This design comes from an exercise in tuning for small area on the open sky130 flow, not from production work.
In this exercise RTL edits were held to simulation tests only and were not proved equivalent to the original.

==> flow/design.v, too long to show whole: its modules and the start of the top module <==
// module cluster_clock_gating: 9 lines
// module mchan_arb_primitive_ipa: 28 lines
// module mchan_arbiter_ipa: 131 lines
// module mchan_fifo_ipa: 168 lines
// module mchan_rr_flag_req_ipa: 20 lines
// module address_decoder_ipa: 491 lines
// module cmd_counter_ipa: 185 lines
// module core_if_ipa: 208 lines
// module synch_unit_ipa: 221 lines
// module trans_allocator_ipa: 253 lines
// module trans_queue_ipa: 221 lines
// module trans_arbiter_wrap_ipa: 70 lines
// module trans_unpack_ipa: 323 lines
// module twd_trans_queue_ipa: 109 lines
// module twd_trans_splitter_ipa: 245 lines
// module ctrl_unit_ipa: 551 lines
// module ext_ar_buffer_ipa: 56 lines
// module ext_aw_buffer_ipa: 56 lines
// module ext_b_buffer_ipa: 39 lines
// module ext_buffer_ipa: 77 lines
// module ext_opc_buf_ipa: 65 lines
// module ext_r_buffer_ipa: 45 lines
// module ext_rx_if_ipa: 176 lines
// module ext_tid_gen_ipa: 245 lines
// module ext_tx_if_ipa: 238 lines
// module ext_w_buffer_ipa: 42 lines
// module ext_unit_ipa: 528 lines
// module tcdm_cmd_unpack_ipa: 195 lines
// module tcdm_rx_if_ipa: 55 lines
// module tcdm_synch_ipa: 41 lines
// module tcdm_tx_if_ipa: 169 lines
// module tcdm_unit_ipa: 275 lines
// module trans_aligner_ipa: 535 lines
// module trans_buffers_ipa: 86 lines
// module trans_unit_ipa: 172 lines
// module mchanipa: 356 lines
module mchanipa
  #(
    parameter NB_CORES                 = 4,   
    parameter NB_TRANSFERS             = 8,   
    parameter CORE_TRANS_QUEUE_DEPTH   = 2,   
    parameter GLOBAL_TRANS_QUEUE_DEPTH = 2,   
    parameter TCDM_ADD_WIDTH           = 16,  
    parameter EXT_ADD_WIDTH            = 32,  
    parameter NB_OUTSND_TRANS          = 8,   
    parameter MCHAN_BURST_LENGTH       = 64,  
    parameter AXI_ADDR_WIDTH           = 32,
    parameter AXI_DATA_WIDTH           = 64,
    parameter AXI_USER_WIDTH           = 6,
    parameter AXI_ID_WIDTH             = 4,
    parameter AXI_STRB_WIDTH           = AXI_DATA_WIDTH/8
    )
   (
    input  logic                      clk_i,
    input  logic                      rst_ni,
    input logic                       test_mode_i,
    input  logic [NB_CORES-1:0]       ctrl_targ_req_i,
    input  logic [NB_CORES-1:0]       ctrl_targ_type_i,
    input  logic [NB_CORES-1:0][3:0]  ctrl_targ_be_i,
    input  logic [NB_CORES-1:0][31:0] ctrl_targ_add_i,
    input  logic [NB_CORES-1:0][31:0] ctrl_targ_data_i,
    input  logic [NB_CORES-1:0][4:0]  ctrl_targ_id_i,
    output logic [NB_CORES-1:0]       ctrl_targ_gnt_o,    
    output logic [NB_CORES-1:0]       ctrl_targ_r_valid_o,
    output logic [NB_CORES-1:0][31:0] ctrl_targ_r_data_o,
    output logic [NB_CORES-1:0][4:0]  ctrl_targ_r_id_o,
    output logic [3:0]                tcdm_init_req_o,
    output logic [3:0][31:0]          tcdm_init_add_o,
  // ...
==> flow/run.sh <==
#!/bin/bash
# synth_recipe.tcl (not shown) runs the flow's synth.tcl, then flattens the netlist and writes it again
# the make line also repeats each setting of config.mk as NAME=value (left out here)
make -C /OpenROAD-flow-scripts/flow DESIGN_CONFIG=/design/flow/config.mk WORK_HOME=/design/flow/orfs CLKGATE_MAP_FILE= SYNTH_SCRIPT=/design/flow/synth_recipe.tcl finish
==> flow/config.mk <==
export PLATFORM = sky130hd
export DESIGN_NAME = mchanipa
export DESIGN_NICKNAME = mchanipa
export VERILOG_FILES = /design/flow/design.v
export SDC_FILE = /design/flow/constraint.sdc
export NUM_CORES = 8
export LEC_CHECK = 0
export CAP_MARGIN = 20
export CORE_MARGIN = 2
export CORE_UTILIZATION = 40
export SLEW_MARGIN = 20
==> flow/constraint.sdc <==
create_clock -name core_clock -period 16.0 [get_ports {clk_i}]
set_input_delay 3.2000 -clock core_clock [delete_from_list [all_inputs] [get_ports {clk_i}]]
set_output_delay 3.2000 -clock core_clock [all_outputs]
set_load 0.01 [all_outputs]
==> flow_summary.toml, run 1 <==
[synthesis]
synth_xor_area_frac = 0.0609
synth_edf_count = 0
synth.most_common_cell = "nand2_1"
synth_fa_ha_area_frac = 0.0703

[timing]
fin_crit_sh = 0.856
fmax_mhz = 73.0
rsz0062_at_grt = "no"
fin_setup_tns_ns = 0
hold_ws_ns = 0.464

[detailed_routing]
num_vias = 309000
drc = 0

[grt]
grt.total_usage = 0.289
use_met2 = 0.435
met1_usage = 0.384
met3_usage = 0.0680
grt_pass1_vias = 294000
grt_first_pass_wirelength_mm = 1980

[cells_and_area]
multi_input_cells = 30400
buf_share = 0.0338
nNonClkBuffers = 1495
multi_input_area_mm2 = 0.209
seqAreaFraction = 0.333
n_clock_buffer = 884
layout-drive-gt1-share = 0.113
area_growth_pct = 12.0
clk_share = 0.0550
fillers = 85600
inverters = 1889
fin_util = 0.449
regArea_mm2 = 0.133

[cts]
numCtsBuffers = 625
cts_setup_buffers = 0
clk_latency_ns = 1.20

[worst_setup_path]
crit_type = "reg2reg"
required_ns = 17.05
cpPeakStageDelay_ns = 0.80

[placement]
portBuffers = 724
pre_cts_slack_ns = 2.50

[floorplanning]
io_pins = 1204
die_h_um = 949

[status]
status = "complete, no violations"
==> module cmd_counter_ipa, before the edit <==
module cmd_counter_ipa
  #(
    parameter MCHAN_LEN_WIDTH    = 16,
    parameter TWD_COUNT_WIDTH    = 16,
    parameter TWD_STRIDE_WIDTH   = 16,
    parameter EXT_ADD_WIDTH      = 29,
    parameter MCHAN_BURST_LENGTH = 64
    )
   (
    input  logic                        clk_i,
    input  logic                        rst_ni,
    input  logic                        cmd_req_i,
    input  logic [MCHAN_LEN_WIDTH-1:0]  cmd_len_i,
    input  logic                        cmd_twd_i,
    input  logic [TWD_COUNT_WIDTH-1:0]  cmd_count_i,
    input  logic [TWD_STRIDE_WIDTH-1:0] cmd_stride_i,
    input  logic [EXT_ADD_WIDTH-1:0]    ext_add_i,
    output logic                        cmd_req_o,
    output logic [MCHAN_LEN_WIDTH-1:0]  cmd_nb_o
    );
   enum 				  logic [1:0]  { TRANS_IDLE, TRANS_RUN } CS, NS;
   logic [MCHAN_LEN_WIDTH-1:0] 		s_mchan_rem_len, s_mchan_cur_len, s_mchan_first_len, s_mchan_init_rem_len, s_mchan_init_rem_len_plus;
   logic                                s_trans_complete,s_ext_add_burst_crossed,s_ext_add_burst_aligned,s_end_add_burst_aligned ;
   logic [TWD_COUNT_WIDTH-1:0] 		s_cmd_count;
   logic [TWD_STRIDE_WIDTH-1:0] 	s_cmd_stride;
   logic                                s_cmd_twd;
   logic [EXT_ADD_WIDTH-1:0] 		s_mchan_ext_add;
   always_ff @ (posedge clk_i, negedge rst_ni)
     begin
	if (rst_ni == 1'b0)
	  begin
	     s_cmd_count  <= 0;
	     s_cmd_stride <= 0;
	     s_cmd_twd    <= 0;
	  end
	else
	  begin
	     if ( cmd_req_i == 1'b1 )  
	       begin
		  s_cmd_count  <= cmd_count_i;
		  s_cmd_stride <= cmd_stride_i;
		  s_cmd_twd    <= cmd_twd_i;
	       end
	  end
     end
   always_ff @ (posedge clk_i, negedge rst_ni)
     begin
	if (rst_ni == 1'b0)
	  begin
	     s_mchan_cur_len <= '0;   
	     s_mchan_rem_len <= '0;   
	  end
	else
	  begin
	     if ( cmd_req_i == 1 )  
	       begin
		  if ( ( cmd_len_i <= cmd_count_i ) || ( cmd_twd_i == 0 ) )
		    begin
		       s_mchan_cur_len <= cmd_len_i;
		       s_mchan_rem_len <= 0;
		    end
		  else
		    begin
		       s_mchan_cur_len <= cmd_count_i;
		       s_mchan_rem_len <= cmd_len_i;
		    end
	       end
	     else
	       begin
		  if ( (s_mchan_rem_len <= s_cmd_count) )
		    begin
		       s_mchan_cur_len  <= s_mchan_rem_len;
		       s_mchan_rem_len  <= 0;
		    end
		  else
		    begin
		       s_mchan_cur_len  <= s_cmd_count;
		       s_mchan_rem_len  <= s_mchan_rem_len - (s_cmd_count+1);
		    end
	       end
	  end
     end
   always_comb
     begin
	if ( ( s_mchan_rem_len <= s_cmd_count ) )
	  begin
	     s_trans_complete = 1;
	  end
	else
	  begin
	     s_trans_complete = 0;
	  end
     end
   always_ff @ (posedge clk_i, negedge rst_ni)
     begin
	if (rst_ni == 1'b0)
	  begin
	     s_mchan_ext_add <= '0;
	  end
	else
	  begin
	     if ( cmd_req_i == 1'b1 )  
	       begin
		  s_mchan_ext_add <= ext_add_i;
	       end
	     else
	       begin
		  if ( cmd_req_o == 1 )
		    begin
		       s_mchan_ext_add <= s_mchan_ext_add + (s_cmd_stride + 1);
		    end
	       end
	  end
     end
   always_ff @(posedge clk_i, negedge rst_ni)
     begin
	if(rst_ni == 1'b0)
	  CS <= TRANS_IDLE;
	else
	  CS <= NS;
     end
   always_comb
     begin
	cmd_req_o = 0;
	case(CS)
	  TRANS_IDLE:
	    begin
	       cmd_req_o = 0;
	       if ( cmd_req_i == 1'b1 )
		 NS = TRANS_RUN;
	       else
		 NS = TRANS_IDLE;
	    end
	  TRANS_RUN:
	    begin
	       cmd_req_o = 1;
	       if ( s_trans_complete == 1'b1 || s_cmd_twd == 1'b0 )
		 begin
		    NS = TRANS_IDLE;
		 end
	       else
		 begin
		    NS =  TRANS_RUN;
		 end
	    end
	  default:
	    begin
	       NS = TRANS_IDLE;
	    end
	endcase
     end
   always_comb
     begin
	if ( s_mchan_ext_add[EXT_ADD_WIDTH-1:$clog2(MCHAN_BURST_LENGTH)] != ( ( ( s_mchan_ext_add + ( s_mchan_cur_len + 1 ) ) -1 ) >>  $clog2(MCHAN_BURST_LENGTH) ) )
	  s_ext_add_burst_crossed = 1'b1;
	else
	  s_ext_add_burst_crossed = 1'b0;
     end
   always_comb
     begin
	if ( s_ext_add_burst_crossed == 1'b0  )
	  s_mchan_first_len = s_mchan_cur_len;  
	else
	  s_mchan_first_len = MCHAN_BURST_LENGTH - 1 - s_mchan_ext_add[$clog2(MCHAN_BURST_LENGTH)-1:0];  
     end
   assign s_mchan_init_rem_len      = s_mchan_cur_len - (s_mchan_first_len + 1);
   assign s_mchan_init_rem_len_plus = s_mchan_init_rem_len + 1;
   always_comb
     begin
	if ( s_mchan_init_rem_len_plus[$clog2(MCHAN_BURST_LENGTH)-1:0] == 0 )
	  s_end_add_burst_aligned = 1'b1;
	else
	  s_end_add_burst_aligned = 1'b0;
     end
   always_comb
     begin
	if ( s_ext_add_burst_crossed == 1'b0 )
	  cmd_nb_o = 1;
	else
	  if ( s_end_add_burst_aligned == 1'b1 )
	    cmd_nb_o = ( s_mchan_init_rem_len_plus >> $clog2(MCHAN_BURST_LENGTH) ) + 1;
	  else
	    cmd_nb_o = ( s_mchan_init_rem_len_plus >> $clog2(MCHAN_BURST_LENGTH) ) + 2;
     end
endmodule
==> module synch_unit_ipa, before the edit <==
module synch_unit_ipa
  #(
    parameter NB_CORES           = 1,
    parameter TRANS_SID          = 1,
    parameter TRANS_SID_WIDTH    = 1,
    parameter TRANS_CID_WIDTH    = 1,
    parameter CORE_SID_WIDTH     = 1,
    parameter EXT_ADD_WIDTH      = 29,
    parameter MCHAN_BURST_LENGTH = 64,
    parameter TWD_COUNT_WIDTH    = 16,
    parameter TWD_STRIDE_WIDTH   = 16,
    parameter TWD_QUEUE_WIDTH    = TWD_COUNT_WIDTH+TWD_STRIDE_WIDTH,
    parameter MCHAN_LEN_WIDTH    = 15
    )
   (
    input  logic                                      clk_i,
    input  logic                                      rst_ni,
    input  logic                                      cmd_req_i,
    input  logic                                      cmd_gnt_i,
    input  logic [TRANS_SID_WIDTH-1:0]                cmd_sid_i,
    input  logic [MCHAN_LEN_WIDTH-1:0]                cmd_len_i,
    input  logic                                      cmd_twd_i,
    input  logic [NB_CORES-1:0]	                      twd_req_i,
    input  logic [NB_CORES-1:0][TWD_QUEUE_WIDTH-1:0]  twd_dat_i,
    input  logic [NB_CORES-1:0][TRANS_SID_WIDTH-1:0]  twd_sid_i,
    input  logic [EXT_ADD_WIDTH-1:0]                  ext_add_i,
    input  logic                                      ext_tx_synch_req_i,
    input  logic [TRANS_SID_WIDTH-1:0]                ext_tx_synch_sid_i,
    input  logic                                      ext_rx_synch_req_i,
    input  logic [TRANS_SID_WIDTH-1:0]                ext_rx_synch_sid_i,
    input  logic                                      tcdm_tx_synch_req_i,
    input  logic [TRANS_SID_WIDTH-1:0]                tcdm_tx_synch_sid_i,
    input  logic                                      tcdm_rx_synch_req_i,
    input  logic [TRANS_SID_WIDTH-1:0]                tcdm_rx_synch_sid_i,
    output logic                                      trans_status_o,
    output logic                                      term_sig_o
    );
   logic [TWD_COUNT_WIDTH-1:0] 			      s_twd_count;
   logic [TWD_STRIDE_WIDTH-1:0] 		      s_twd_stride;
   logic [MCHAN_LEN_WIDTH-1:0] 			      s_cmd_nb, s_tcdm_cmd_nb, s_ext_cmd_nb;
   logic 					      s_cmd_req, s_tcdm_tx_synch_req, s_tcdm_rx_synch_req, s_ext_tx_synch_req, s_ext_rx_synch_req;
   logic 					      s_pending_transfer,s_pending_transfer_reg;
   logic 					      s_trans_status, s_trans_status_reg;
   logic [13:0] 				      s_trans_cells_nb;
   integer 					      s_loop1;
   always_comb
     begin
	s_twd_count  = 0;
	s_twd_stride = 0;
	for ( s_loop1 = 0; s_loop1 < NB_CORES; s_loop1++ )
	  begin
	     if ( ( twd_req_i[s_loop1] == 1'b1  ) && ( twd_sid_i[s_loop1] ==  TRANS_SID ) )
	       begin
		  s_twd_count  = twd_dat_i[s_loop1][TWD_COUNT_WIDTH-1:0];
		  s_twd_stride = twd_dat_i[s_loop1][TWD_STRIDE_WIDTH+TWD_COUNT_WIDTH-1:TWD_COUNT_WIDTH];
	       end
	  end
     end
   cmd_counter_ipa
     #(
       .MCHAN_LEN_WIDTH(MCHAN_LEN_WIDTH),
       .TWD_COUNT_WIDTH(TWD_COUNT_WIDTH),
       .TWD_STRIDE_WIDTH(TWD_STRIDE_WIDTH),
       .EXT_ADD_WIDTH(EXT_ADD_WIDTH),
       .MCHAN_BURST_LENGTH(MCHAN_BURST_LENGTH)
       )
   cmd_counter_ipa_i
     (
      .clk_i(clk_i),
      .rst_ni(rst_ni),
      .cmd_req_i(cmd_req_i && cmd_gnt_i && (cmd_sid_i == TRANS_SID) ),
      .cmd_len_i(cmd_len_i),
      .cmd_twd_i(cmd_twd_i),
      .cmd_count_i(s_twd_count),
      .cmd_stride_i(s_twd_stride),
      .ext_add_i(ext_add_i),
      .cmd_req_o(s_cmd_req),
      .cmd_nb_o(s_cmd_nb)
      );
   assign s_tcdm_tx_synch_req = ( ( tcdm_tx_synch_req_i == 1'b1 ) && ( tcdm_tx_synch_sid_i == TRANS_SID ) );
   assign s_tcdm_rx_synch_req = ( ( tcdm_rx_synch_req_i == 1'b1 ) && ( tcdm_rx_synch_sid_i == TRANS_SID ) );
   assign s_ext_tx_synch_req  = ( ( ext_tx_synch_req_i  == 1'b1 ) && ( ext_tx_synch_sid_i  == TRANS_SID ) );
   assign s_ext_rx_synch_req  = ( ( ext_rx_synch_req_i  == 1'b1 ) && ( ext_rx_synch_sid_i  == TRANS_SID ) );
   always_ff @ (posedge clk_i, negedge rst_ni)
     begin
	if (rst_ni == 1'b0)
	  begin
	     s_tcdm_cmd_nb <= 10'b0;
	  end
	else
	  begin
	     case({s_cmd_req,s_tcdm_tx_synch_req,s_tcdm_rx_synch_req})
	       3'b000 :
		 begin
		    s_tcdm_cmd_nb <= s_tcdm_cmd_nb;
		 end
	       3'b001 :
		 begin
		    s_tcdm_cmd_nb <= s_tcdm_cmd_nb - 1;
		 end
	       3'b010 :
		 begin
		    s_tcdm_cmd_nb <= s_tcdm_cmd_nb - 1;
		 end
	       3'b011 :
		 begin
		    s_tcdm_cmd_nb <= s_tcdm_cmd_nb - 2;
		 end
	       3'b100 :
		 begin
		    s_tcdm_cmd_nb <= s_tcdm_cmd_nb + s_cmd_nb;
		 end
	       3'b101 :
		 begin
		    s_tcdm_cmd_nb <= s_tcdm_cmd_nb + s_cmd_nb - 1;
		 end
	       3'b110 :
		 begin
		    s_tcdm_cmd_nb <= s_tcdm_cmd_nb + s_cmd_nb - 1;
		 end
	       3'b111 :
		 begin
		    s_tcdm_cmd_nb <= s_tcdm_cmd_nb + s_cmd_nb - 2;
		 end
	     endcase
	  end
     end
   always_ff @ (posedge clk_i, negedge rst_ni)
     begin
	if (rst_ni == 1'b0)
	  begin
	     s_ext_cmd_nb <= 10'b0;
	  end
	else
	  begin
	     case({s_cmd_req,s_ext_tx_synch_req,s_ext_rx_synch_req})
	       3'b000 :
		 begin
		    s_ext_cmd_nb <= s_ext_cmd_nb;
		 end
	       3'b001 :
		 begin
		    s_ext_cmd_nb <= s_ext_cmd_nb - 1;
		 end
	       3'b010 :
		 begin
		    s_ext_cmd_nb <= s_ext_cmd_nb - 1;
		 end
	       3'b011 :
		 begin
		    s_ext_cmd_nb <= s_ext_cmd_nb - 2;
		 end
	       3'b100 :
		 begin
		    s_ext_cmd_nb <= s_ext_cmd_nb + s_cmd_nb;
		 end
	       3'b101 :
		 begin
		    s_ext_cmd_nb <= s_ext_cmd_nb + s_cmd_nb - 1;
		 end
	       3'b110 :
		 begin
		    s_ext_cmd_nb <= s_ext_cmd_nb + s_cmd_nb - 1;
		 end
	       3'b111 :
		 begin
		    s_ext_cmd_nb <= s_ext_cmd_nb + s_cmd_nb - 2;
		 end
	     endcase
	  end
     end
   always_comb
     begin
	if ( s_ext_cmd_nb > s_tcdm_cmd_nb )
	  s_trans_cells_nb = {s_ext_cmd_nb,4'b0};
	else
	  s_trans_cells_nb = {s_tcdm_cmd_nb,4'b0};
     end
   always_comb 
     begin
	if ( s_trans_cells_nb == 14'b0 )
	  s_pending_transfer = 1'b0;
	else
	  s_pending_transfer = 1'b1;
     end
   always_ff @ (posedge clk_i, negedge rst_ni)
     begin
	if (rst_ni == 1'b0)
	  s_pending_transfer_reg <= 1'b0;
	else
	  s_pending_transfer_reg <= s_pending_transfer;
     end
   always_comb
     begin
	if ( ( s_pending_transfer == 1'b0 ) && ( s_pending_transfer_reg == 1'b1 ) )
	  term_sig_o = 1'b1;
	else
	  term_sig_o = 1'b0;
     end
   always_comb
     begin
	if ( ( s_ext_cmd_nb == 0 ) && ( s_tcdm_cmd_nb == 0 ) )
	  s_trans_status = 1'b0;
	else
	  s_trans_status = 1'b1;
     end
   always_ff @ (posedge clk_i, negedge rst_ni)
     begin
	if (rst_ni == 1'b0)
	  s_trans_status_reg <= 1'b0;
	else
	  s_trans_status_reg <= s_trans_status;
     end
   always_comb
     begin
	if ( s_trans_status == 1'b1 || s_trans_status_reg == 1'b1 )
	  trans_status_o = 1'b1;
	else
	  trans_status_o = 1'b0;
     end
endmodule
==> run 2: changes to the inputs <==
--- a/flow/design.v
+++ b/flow/design.v
@@ -865,170 +865,83 @@
     output logic                        cmd_req_o,
     output logic [MCHAN_LEN_WIDTH-1:0]  cmd_nb_o
     );
-   enum 				  logic [1:0]  { TRANS_IDLE, TRANS_RUN } CS, NS;
-   logic [MCHAN_LEN_WIDTH-1:0] 		s_mchan_rem_len, s_mchan_cur_len, s_mchan_first_len, s_mchan_init_rem_len, s_mchan_init_rem_len_plus;
-   logic                                s_trans_complete,s_ext_add_burst_crossed,s_ext_add_burst_aligned,s_end_add_burst_aligned ;
-   logic [TWD_COUNT_WIDTH-1:0] 		s_cmd_count;
-   logic [TWD_STRIDE_WIDTH-1:0] 	s_cmd_stride;
-   logic                                s_cmd_twd;
-   logic [EXT_ADD_WIDTH-1:0] 		s_mchan_ext_add;
+   localparam BW = $clog2(MCHAN_BURST_LENGTH);
+   logic [TWD_COUNT_WIDTH-1:0] s_cmd_count;
+   logic [BW-1:0]              s_cmd_stride;
+   logic                       s_cmd_twd;
+   logic [MCHAN_LEN_WIDTH-1:0] s_rem_len, s_cur_len;
+   logic [BW-1:0]              s_ext_add;
+   logic                       s_run;
+   logic                       s_complete;
+   logic [MCHAN_LEN_WIDTH:0]   s_end;
    always_ff @ (posedge clk_i, negedge rst_ni)
      begin
-	if (rst_ni == 1'b0)
-	  begin
-	     s_cmd_count  <= 0;
-	     s_cmd_stride <= 0;
-	     s_cmd_twd    <= 0;
-	  end
-	else
-	  begin
-	     if ( cmd_req_i == 1'b1 )  
-	       begin
-		  s_cmd_count  <= cmd_count_i;
-		  s_cmd_stride <= cmd_stride_i;
-		  s_cmd_twd    <= cmd_twd_i;
-	       end
-	  end
+        if (rst_ni == 1'b0)
+          begin
+             s_cmd_count  <= '0;
+             s_cmd_stride <= '0;
+             s_cmd_twd    <= 1'b0;
+          end
+        else if (cmd_req_i)
+          begin
+             s_cmd_count  <= cmd_count_i;
+             s_cmd_stride <= cmd_stride_i[BW-1:0];
+             s_cmd_twd    <= cmd_twd_i;
+          end
      end
+   assign s_complete = ({1'b0,s_rem_len} <= s_cmd_count);
    always_ff @ (posedge clk_i, negedge rst_ni)
      begin
-	if (rst_ni == 1'b0)
-	  begin
-	     s_mchan_cur_len <= '0;   
-	     s_mchan_rem_len <= '0;   
-	  end
-	else
-	  begin
-	     if ( cmd_req_i == 1 )  
-	       begin
-		  if ( ( cmd_len_i <= cmd_count_i ) || ( cmd_twd_i == 0 ) )
-		    begin
-		       s_mchan_cur_len <= cmd_len_i;
-		       s_mchan_rem_len <= 0;
-		    end
-		  else
-		    begin
-		       s_mchan_cur_len <= cmd_count_i;
-		       s_mchan_rem_len <= cmd_len_i;
-		    end
-	       end
-	     else
-	       begin
-		  if ( (s_mchan_rem_len <= s_cmd_count) )
-		    begin
-		       s_mchan_cur_len  <= s_mchan_rem_len;
-		       s_mchan_rem_len  <= 0;
-		    end
-		  else
-		    begin
-		       s_mchan_cur_len  <= s_cmd_count;
-		       s_mchan_rem_len  <= s_mchan_rem_len - (s_cmd_count+1);
-		    end
-	       end
-	  end
-     end
-   always_comb
-     begin
-	if ( ( s_mchan_rem_len <= s_cmd_count ) )
-	  begin
-	     s_trans_complete = 1;
-	  end
-	else
-	  begin
-	     s_trans_complete = 0;
-	  end
+        if (rst_ni == 1'b0)
+          begin
+             s_cur_len <= '0;
+             s_rem_len <= '0;
+          end
+        else if (cmd_req_i)
+          begin
+             if ( ( {1'b0,cmd_len_i} <= cmd_count_i ) || ( cmd_twd_i == 1'b0 ) )
+               begin
+                  s_cur_len <= cmd_len_i;
+                  s_rem_len <= '0;
+               end
+             else
+               begin
+                  s_cur_len <= cmd_count_i[MCHAN_LEN_WIDTH-1:0];
+                  s_rem_len <= cmd_len_i;
+               end
+          end
+        else if (s_complete)
+          begin
+             s_cur_len <= s_rem_len;
+             s_rem_len <= '0;
+          end
+        else
+          begin
+             s_cur_len <= s_cmd_count[MCHAN_LEN_WIDTH-1:0];
+             s_rem_len <= s_rem_len + ~s_cmd_count[MCHAN_LEN_WIDTH-1:0];
+          end
      end
    always_ff @ (posedge clk_i, negedge rst_ni)
      begin
-	if (rst_ni == 1'b0)
-	  begin
-	     s_mchan_ext_add <= '0;
-	  end
-	else
-	  begin
-	     if ( cmd_req_i == 1'b1 )  
-	       begin
-		  s_mchan_ext_add <= ext_add_i;
-	       end
-	     else
-	       begin
-		  if ( cmd_req_o == 1 )
-		    begin
-		       s_mchan_ext_add <= s_mchan_ext_add + (s_cmd_stride + 1);
-		    end
-	       end
-	  end
-     end
-   always_ff @(posedge clk_i, negedge rst_ni)
-     begin
-	if(rst_ni == 1'b0)
-	  CS <= TRANS_IDLE;
-	else
-	  CS <= NS;
-     end
-   always_comb
-     begin
-	cmd_req_o = 0;
-	case(CS)
-	  TRANS_IDLE:
-	    begin
-	       cmd_req_o = 0;
-	       if ( cmd_req_i == 1'b1 )
-		 NS = TRANS_RUN;
-	       else
-		 NS = TRANS_IDLE;
-	    end
-	  TRANS_RUN:
-	    begin
-	       cmd_req_o = 1;
-	       if ( s_trans_complete == 1'b1 || s_cmd_twd == 1'b0 )
-		 begin
-		    NS = TRANS_IDLE;
-		 end
-	       else
-		 begin
-		    NS =  TRANS_RUN;
-		 end
-	    end
-	  default:
-	    begin
-	       NS = TRANS_IDLE;
-	    end
-	endcase
-     end
-   always_comb
-     begin
-	if ( s_mchan_ext_add[EXT_ADD_WIDTH-1:$clog2(MCHAN_BURST_LENGTH)] != ( ( ( s_mchan_ext_add + ( s_mchan_cur_len + 1 ) ) -1 ) >>  $clog2(MCHAN_BURST_LENGTH) ) )
-	  s_ext_add_burst_crossed = 1'b1;
-	else
-	  s_ext_add_burst_crossed = 1'b0;
+        if (rst_ni == 1'b0)
+          s_ext_add <= '0;
+        else if (cmd_req_i)
+          s_ext_add <= ext_add_i[BW-1:0];
+        else if (s_run)
+          s_ext_add <= s_ext_add + s_cmd_stride + 1'b1;
      end
-   always_comb
-     begin
-	if ( s_ext_add_burst_crossed == 1'b0  )
-	  s_mchan_first_len = s_mchan_cur_len;  
-	else
-	  s_mchan_first_len = MCHAN_BURST_LENGTH - 1 - s_mchan_ext_add[$clog2(MCHAN_BURST_LENGTH)-1:0];  
-     end
-   assign s_mchan_init_rem_len      = s_mchan_cur_len - (s_mchan_first_len + 1);
-   assign s_mchan_init_rem_len_plus = s_mchan_init_rem_len + 1;
-   always_comb
-     begin
-	if ( s_mchan_init_rem_len_plus[$clog2(MCHAN_BURST_LENGTH)-1:0] == 0 )
-	  s_end_add_burst_aligned = 1'b1;
-	else
-	  s_end_add_burst_aligned = 1'b0;
-     end
-   always_comb
+   always_ff @ (posedge clk_i, negedge rst_ni)
      begin
-	if ( s_ext_add_burst_crossed == 1'b0 )
-	  cmd_nb_o = 1;
-	else
-	  if ( s_end_add_burst_aligned == 1'b1 )
-	    cmd_nb_o = ( s_mchan_init_rem_len_plus >> $clog2(MCHAN_BURST_LENGTH) ) + 1;
-	  else
-	    cmd_nb_o = ( s_mchan_init_rem_len_plus >> $clog2(MCHAN_BURST_LENGTH) ) + 2;
-     end
+        if (rst_ni == 1'b0)
+          s_run <= 1'b0;
+        else if (s_run)
+          s_run <= ~(s_complete | ~s_cmd_twd);
+        else
+          s_run <= cmd_req_i;
+     end
+   assign cmd_req_o = s_run;
+   assign s_end    = s_cur_len + s_ext_add;
+   assign cmd_nb_o = s_end[MCHAN_LEN_WIDTH:BW] + 1'b1;
 endmodule
 module core_if_ipa
   #(
@@ -1275,26 +1188,23 @@
     output logic                                      trans_status_o,
     output logic                                      term_sig_o
     );
-   logic [TWD_COUNT_WIDTH-1:0] 			      s_twd_count;
-   logic [TWD_STRIDE_WIDTH-1:0] 		      s_twd_stride;
-   logic [MCHAN_LEN_WIDTH-1:0] 			      s_cmd_nb, s_tcdm_cmd_nb, s_ext_cmd_nb;
-   logic 					      s_cmd_req, s_tcdm_tx_synch_req, s_tcdm_rx_synch_req, s_ext_tx_synch_req, s_ext_rx_synch_req;
-   logic 					      s_pending_transfer,s_pending_transfer_reg;
-   logic 					      s_trans_status, s_trans_status_reg;
-   logic [13:0] 				      s_trans_cells_nb;
-   integer 					      s_loop1;
-   always_comb
-     begin
-	s_twd_count  = 0;
-	s_twd_stride = 0;
-	for ( s_loop1 = 0; s_loop1 < NB_CORES; s_loop1++ )
-	  begin
-	     if ( ( twd_req_i[s_loop1] == 1'b1  ) && ( twd_sid_i[s_loop1] ==  TRANS_SID ) )
-	       begin
-		  s_twd_count  = twd_dat_i[s_loop1][TWD_COUNT_WIDTH-1:0];
-		  s_twd_stride = twd_dat_i[s_loop1][TWD_STRIDE_WIDTH+TWD_COUNT_WIDTH-1:TWD_COUNT_WIDTH];
-	       end
-	  end
+   logic [TWD_COUNT_WIDTH-1:0]  s_twd_count;
+   logic [TWD_STRIDE_WIDTH-1:0] s_twd_stride;
+   logic [MCHAN_LEN_WIDTH-1:0]  s_cmd_nb, s_tcdm_cmd_nb, s_ext_cmd_nb, s_inc;
+   logic                        s_cmd_req, s_tcdm_tx_synch_req, s_tcdm_rx_synch_req, s_ext_tx_synch_req, s_ext_rx_synch_req;
+   logic                        s_pending_transfer, s_pending_transfer_reg;
+   logic                        s_trans_status, s_trans_status_reg;
+   integer                      s_loop1;
+   always_comb
+     begin
+        s_twd_count  = 0;
+        s_twd_stride = 0;
+        for ( s_loop1 = 0; s_loop1 < NB_CORES; s_loop1++ )
+          if ( ( twd_req_i[s_loop1] == 1'b1 ) && ( twd_sid_i[s_loop1] == TRANS_SID ) )
+            begin
+               s_twd_count  = twd_dat_i[s_loop1][TWD_COUNT_WIDTH-1:0];
+               s_twd_stride = twd_dat_i[s_loop1][TWD_STRIDE_WIDTH+TWD_COUNT_WIDTH-1:TWD_COUNT_WIDTH];
+            end
      end
    cmd_counter_ipa
      #(
@@ -1317,147 +1227,41 @@
       .cmd_req_o(s_cmd_req),
       .cmd_nb_o(s_cmd_nb)
       );
-   assign s_tcdm_tx_synch_req = ( ( tcdm_tx_synch_req_i == 1'b1 ) && ( tcdm_tx_synch_sid_i == TRANS_SID ) );
-   assign s_tcdm_rx_synch_req = ( ( tcdm_rx_synch_req_i == 1'b1 ) && ( tcdm_rx_synch_sid_i == TRANS_SID ) );
-   assign s_ext_tx_synch_req  = ( ( ext_tx_synch_req_i  == 1'b1 ) && ( ext_tx_synch_sid_i  == TRANS_SID ) );
-   assign s_ext_rx_synch_req  = ( ( ext_rx_synch_req_i  == 1'b1 ) && ( ext_rx_synch_sid_i  == TRANS_SID ) );
+   assign s_tcdm_tx_synch_req = ( tcdm_tx_synch_req_i && ( tcdm_tx_synch_sid_i == TRANS_SID ) );
+   assign s_tcdm_rx_synch_req = ( tcdm_rx_synch_req_i && ( tcdm_rx_synch_sid_i == TRANS_SID ) );
+   assign s_ext_tx_synch_req  = ( ext_tx_synch_req_i  && ( ext_tx_synch_sid_i  == TRANS_SID ) );
+   assign s_ext_rx_synch_req  = ( ext_rx_synch_req_i  && ( ext_rx_synch_sid_i  == TRANS_SID ) );
+   assign s_inc = s_cmd_req ? s_cmd_nb : '0;
    always_ff @ (posedge clk_i, negedge rst_ni)
      begin
-	if (rst_ni == 1'b0)
-	  begin
-	     s_tcdm_cmd_nb <= 10'b0;
-	  end
-	else
-	  begin
-	     case({s_cmd_req,s_tcdm_tx_synch_req,s_tcdm_rx_synch_req})
-	       3'b000 :
-		 begin
-		    s_tcdm_cmd_nb <= s_tcdm_cmd_nb;
-		 end
-	       3'b001 :
-		 begin
-		    s_tcdm_cmd_nb <= s_tcdm_cmd_nb - 1;
-		 end
-	       3'b010 :
-		 begin
-		    s_tcdm_cmd_nb <= s_tcdm_cmd_nb - 1;
-		 end
-	       3'b011 :
-		 begin
-		    s_tcdm_cmd_nb <= s_tcdm_cmd_nb - 2;
-		 end
-	       3'b100 :
-		 begin
-		    s_tcdm_cmd_nb <= s_tcdm_cmd_nb + s_cmd_nb;
-		 end
-	       3'b101 :
-		 begin
-		    s_tcdm_cmd_nb <= s_tcdm_cmd_nb + s_cmd_nb - 1;
-		 end
-	       3'b110 :
-		 begin
-		    s_tcdm_cmd_nb <= s_tcdm_cmd_nb + s_cmd_nb - 1;
-		 end
-	       3'b111 :
-		 begin
-		    s_tcdm_cmd_nb <= s_tcdm_cmd_nb + s_cmd_nb - 2;
-		 end
-	     endcase
-	  end
+        if (rst_ni == 1'b0)
+          begin
+             s_tcdm_cmd_nb <= '0;
+             s_ext_cmd_nb  <= '0;
+          end
+        else
+          begin
+             s_tcdm_cmd_nb <= s_tcdm_cmd_nb + s_inc - s_tcdm_tx_synch_req - s_tcdm_rx_synch_req;
+             s_ext_cmd_nb  <= s_ext_cmd_nb  + s_inc - s_ext_tx_synch_req  - s_ext_rx_synch_req;
+          end
      end
+   assign s_pending_transfer = ( s_ext_cmd_nb > s_tcdm_cmd_nb ) ? ( | s_ext_cmd_nb[9:0] ) : ( | s_tcdm_cmd_nb[9:0] );
+   assign s_trans_status     = ( | s_ext_cmd_nb ) | ( | s_tcdm_cmd_nb );
    always_ff @ (posedge clk_i, negedge rst_ni)
      begin
-	if (rst_ni == 1'b0)
-	  begin
-	     s_ext_cmd_nb <= 10'b0;
-	  end
-	else
-	  begin
-	     case({s_cmd_req,s_ext_tx_synch_req,s_ext_rx_synch_req})
-	       3'b000 :
-		 begin
-		    s_ext_cmd_nb <= s_ext_cmd_nb;
-		 end
-	       3'b001 :
-		 begin
-		    s_ext_cmd_nb <= s_ext_cmd_nb - 1;
-		 end
-	       3'b010 :
-		 begin
-		    s_ext_cmd_nb <= s_ext_cmd_nb - 1;
-		 end
-	       3'b011 :
-		 begin
-		    s_ext_cmd_nb <= s_ext_cmd_nb - 2;
-		 end
-	       3'b100 :
-		 begin
-		    s_ext_cmd_nb <= s_ext_cmd_nb + s_cmd_nb;
-		 end
-	       3'b101 :
-		 begin
-		    s_ext_cmd_nb <= s_ext_cmd_nb + s_cmd_nb - 1;
-		 end
-	       3'b110 :
-		 begin
-		    s_ext_cmd_nb <= s_ext_cmd_nb + s_cmd_nb - 1;
-		 end
-	       3'b111 :
-		 begin
-		    s_ext_cmd_nb <= s_ext_cmd_nb + s_cmd_nb - 2;
-		 end
-	     endcase
-	  end
-     end
-   always_comb
-     begin
-	if ( s_ext_cmd_nb > s_tcdm_cmd_nb )
-	  s_trans_cells_nb = {s_ext_cmd_nb,4'b0};
-	else
-	  s_trans_cells_nb = {s_tcdm_cmd_nb,4'b0};
-     end
-   always_comb 
-     begin
-	if ( s_trans_cells_nb == 14'b0 )
-	  s_pending_transfer = 1'b0;
-	else
-	  s_pending_transfer = 1'b1;
-     end
-   always_ff @ (posedge clk_i, negedge rst_ni)
-     begin
-	if (rst_ni == 1'b0)
-	  s_pending_transfer_reg <= 1'b0;
-	else
-	  s_pending_transfer_reg <= s_pending_transfer;
-     end
-   always_comb
-     begin
-	if ( ( s_pending_transfer == 1'b0 ) && ( s_pending_transfer_reg == 1'b1 ) )
-	  term_sig_o = 1'b1;
-	else
-	  term_sig_o = 1'b0;
-     end
-   always_comb
-     begin
-	if ( ( s_ext_cmd_nb == 0 ) && ( s_tcdm_cmd_nb == 0 ) )
-	  s_trans_status = 1'b0;
-	else
-	  s_trans_status = 1'b1;
-     end
-   always_ff @ (posedge clk_i, negedge rst_ni)
-     begin
-	if (rst_ni == 1'b0)
-	  s_trans_status_reg <= 1'b0;
-	else
-	  s_trans_status_reg <= s_trans_status;
-     end
-   always_comb
-     begin
-	if ( s_trans_status == 1'b1 || s_trans_status_reg == 1'b1 )
-	  trans_status_o = 1'b1;
-	else
-	  trans_status_o = 1'b0;
+        if (rst_ni == 1'b0)
+          begin
+             s_pending_transfer_reg <= 1'b0;
+             s_trans_status_reg     <= 1'b0;
+          end
+        else
+          begin
+             s_pending_transfer_reg <= s_pending_transfer;
+             s_trans_status_reg     <= s_trans_status;
+          end
      end
+   assign term_sig_o     = ~s_pending_transfer & s_pending_transfer_reg;
+   assign trans_status_o = s_trans_status | s_trans_status_reg;
 endmodule
 module trans_allocator_ipa
   #(
--- a/flow/config.mk
+++ b/flow/config.mk
@@ -5,7 +5,8 @@
 export SDC_FILE = /design/flow/constraint.sdc
 export NUM_CORES = 8
 export LEC_CHECK = 0
+export ABC_AREA = 1
 export CAP_MARGIN = 20
 export CORE_MARGIN = 2
-export CORE_UTILIZATION = 40
+export CORE_UTILIZATION = 60
 export SLEW_MARGIN = 20
==> flow_summary.toml, run 2 <==
[detailed_routing]
num_vias = 265000
dr.pass1.iters = 10
dr.first_iter.drc_count = 29300
vias_per_cell = 5.99
routed_wl_mm = 1020
detail-route-antenna-nets = 0
drc = 0
drt-wirelength-per-cell_um = 23.1

[timing]
min_period_ns = 10.40
fin_setup_tns_ns = 0
slew_viol_final = 0
tightest_slew_ns = 1.29
final.setup_skew_ns = 0.105
finalSetupViolCount = 0
max_slew_margin = 0.135
hold_violations = 0
hold_ws_ns = 0.450
fin_crit_sh = 0.650
fmax_mhz = 96.1
rsz0062_at_grt = "no"

[cells_and_area]
regArea_mm2 = 0.126
fillers = 41400
fin_util = 0.667
final_common_cell = "nand2_1"
final_cell_mix = "8880 x nand2_1, 5473 x o21ai_0, 5018 x dfrtp_1"
layout-drive-gt1-share = 0.0624
multi_input_area_mm2 = 0.143
stdcell_area_mm2 = 0.326
num-nets-final = 39400
area_growth_pct = 10.9

[placement]
hpwl_mm = 729
portBuffers = 724
dpl_cell_area_mm2 = 0.306
gp_congestion = 1.02

[worst_setup_path]
crit_type = "in2out"
worstSetupStartpointType = "primary input"
rrSetupSlack_ns = 6.73
cp-startpoint = "ctrl_targ_data_i[18]"
cp_slowest_cell = "o2111ai_1"
required_ns = 12.80
worstPathMaxFanout = 8
r2r.worst_path.cells = 48
cp-end-kind = "primary output"
cpPeakStageDelay_ns = 0.95
arrival_ns = 7.20
path_cells = "clkdlybuf4s50_1 > nand3_1 > o41ai_1 > inv_1 > o2111ai_1 > a21oi_1 > nand2_1 > nand3_1 > clkdlybuf4s50_1"

[synthesis]
synth.most_common_cell = "nand2_1"
yosys.area.top_type = "dfrtp_1"
synth_common_cells = "8923 x nand2_1, 5497 x o21ai_0, 5034 x dfrtp_1, 4555 x inv_1, 1977 x nor2_1"
yosysSeqAreaShare = 0.430
synth.top_cell.area_share = 0.428
synth_cell_types = 93
syn_avg_cell_area_um2 = 7.91
synth_area_mm2 = 0.294
synth_edf_count = 0
syn_inst = 37200
synth_xor_area_frac = 0.0261
yosys_warnings = 72
synthSimpleGateAreaFrac = 0.173
synth_mux_area_frac = 0.0171
synth_seq_cells = 5050
synth_top_family_by_area = "compound AO/OA/AOI/OAI gates"
synth_fa_ha_area_frac = 0.0721
synthArstFlopShare = 1.00
synth.area.top_cells = "dfrtp_1 43%, nand2_1 11%, o21ai_0 9.4%"
ys.flop_type = "dfrtp_1"
synth_compound_area_frac = 0.192

[floorplanning]
die_h_um = 704
start_util = 0.601
dieArea_mm2 = 0.496
io_pins = 1204
core.rowCount = 257
die_w_um = 704
core_mm2 = 0.489

[cts]
clock_path_buffers = 4
numCtsBuffers = 562
cts_setup_buffers = 0
clock_sink_count = 5050
cts-resized-gates = 0
cts_tree = "built"
root_buffer = "clkbuf_16"
cts.reportedPaths.clkPinSlew_ns = 0.06
clk_latency_ns = 1.15
cts_hold_buf = 0
cts.htree.levels = 6

[hold_path]
hold_depth = 2
hold_path_class = "reg2reg"

[grt]
grt.total_usage = 0.402
grt_max_degree = 176
grt_first_pass_wirelength_mm = 1530
gr-total-overflow = 0
antenna_found_initial = 59
grt_pass1_vias = 250000

[job]
cap_violations = 0

[status]
status = "complete, no violations"
[run 2: area by class of cell]
type                    count  area share
well taps                6475      0.0248
multi-input cells       25700       0.439
diodes                     49    0.000376
clock inverters           204      0.0100
inverters                4663      0.0537
repair buffers           1214      0.0346
clock buffers             801      0.0497
flip-flops and latches   5050       0.388
[run 2: cell families after synthesis]
kind of cell,after synthesis
simple gates,12700
compound gates,9843
buf+inv,6673
flops,5050
fa+ha+maj,1635
xor+xnor,877
mux,447
other cells,2
[run 2: per-stage QoR]
stage	cells	worst slack, ns
after floorplan	37500	7.86
after global placement	43100	4.91
after detailed placement	43100	4.93
after CTS	44100	5.77
after global routing	44200	5.38
final	44200	5.60
[run 2: worst max-delay path, delay by kind of cell]
kind	cells	cell delay (ns)
AO/OA/AOI/OAI	3	1.70
buffers and inverters	3	1.57
AND/OR/NAND/NOR	3	0.72
[run 2: worst max-delay path by stage]
| stage | to | cells past startpoint |
|---|---|---|
| after floorplan | ctrl_targ_gnt_o[3] | 18 |
| after global placement | flip-flop | 32 |
| after detailed placement | flip-flop | 32 |
| after CTS | ctrl_targ_gnt_o[1] | 9 |
| after global routing | flip-flop | 32 |
| final | ctrl_targ_gnt_o[1] | 9 |
[run 2: routing by layer]
layer	track usage	vias to the layer above	wire length, um
li1	-	123000	-
met1	0.514	127000	399000
met2	0.613	11800	447000
met3	0.0929	3045	93000
met4	0.266	48	83500
met5	0.000769	-	358

-- port drivers added, routing unchanged --
No port has a modelled driver above. Below, the same layouts with a new extraction and two added sets of constraints.
Step 1: set_driving_cell puts a clkbuf_16 on clk_i and a buf_2 on each other input, an assumption about the parent block.
Step 2 times the ports against the registers' clock, not the clock port: input delays grow and output delays shrink by t, the midpoint of the rising clock arrivals with the driver on.
Three values: no drivers, after step 1, after step 2; two values: the first two.
| run | shift t [ns] | slack for setup (ns) | slew at the worst register clock pin (ns) |
|---|---|---|---|
| run 1 | 1.313 | 2.300 / 2.300 / 2.300 | 0.08 / 0.08 |
| run 2 | 1.250 | 5.598 / 5.561 / 4.616 | 0.07 / 0.07 |
After both steps every run listed still meets setup and hold. For run 2, which loses most, drivers alone change the setup slack by -0.037 ns; drivers and shift together by -0.982 ns.
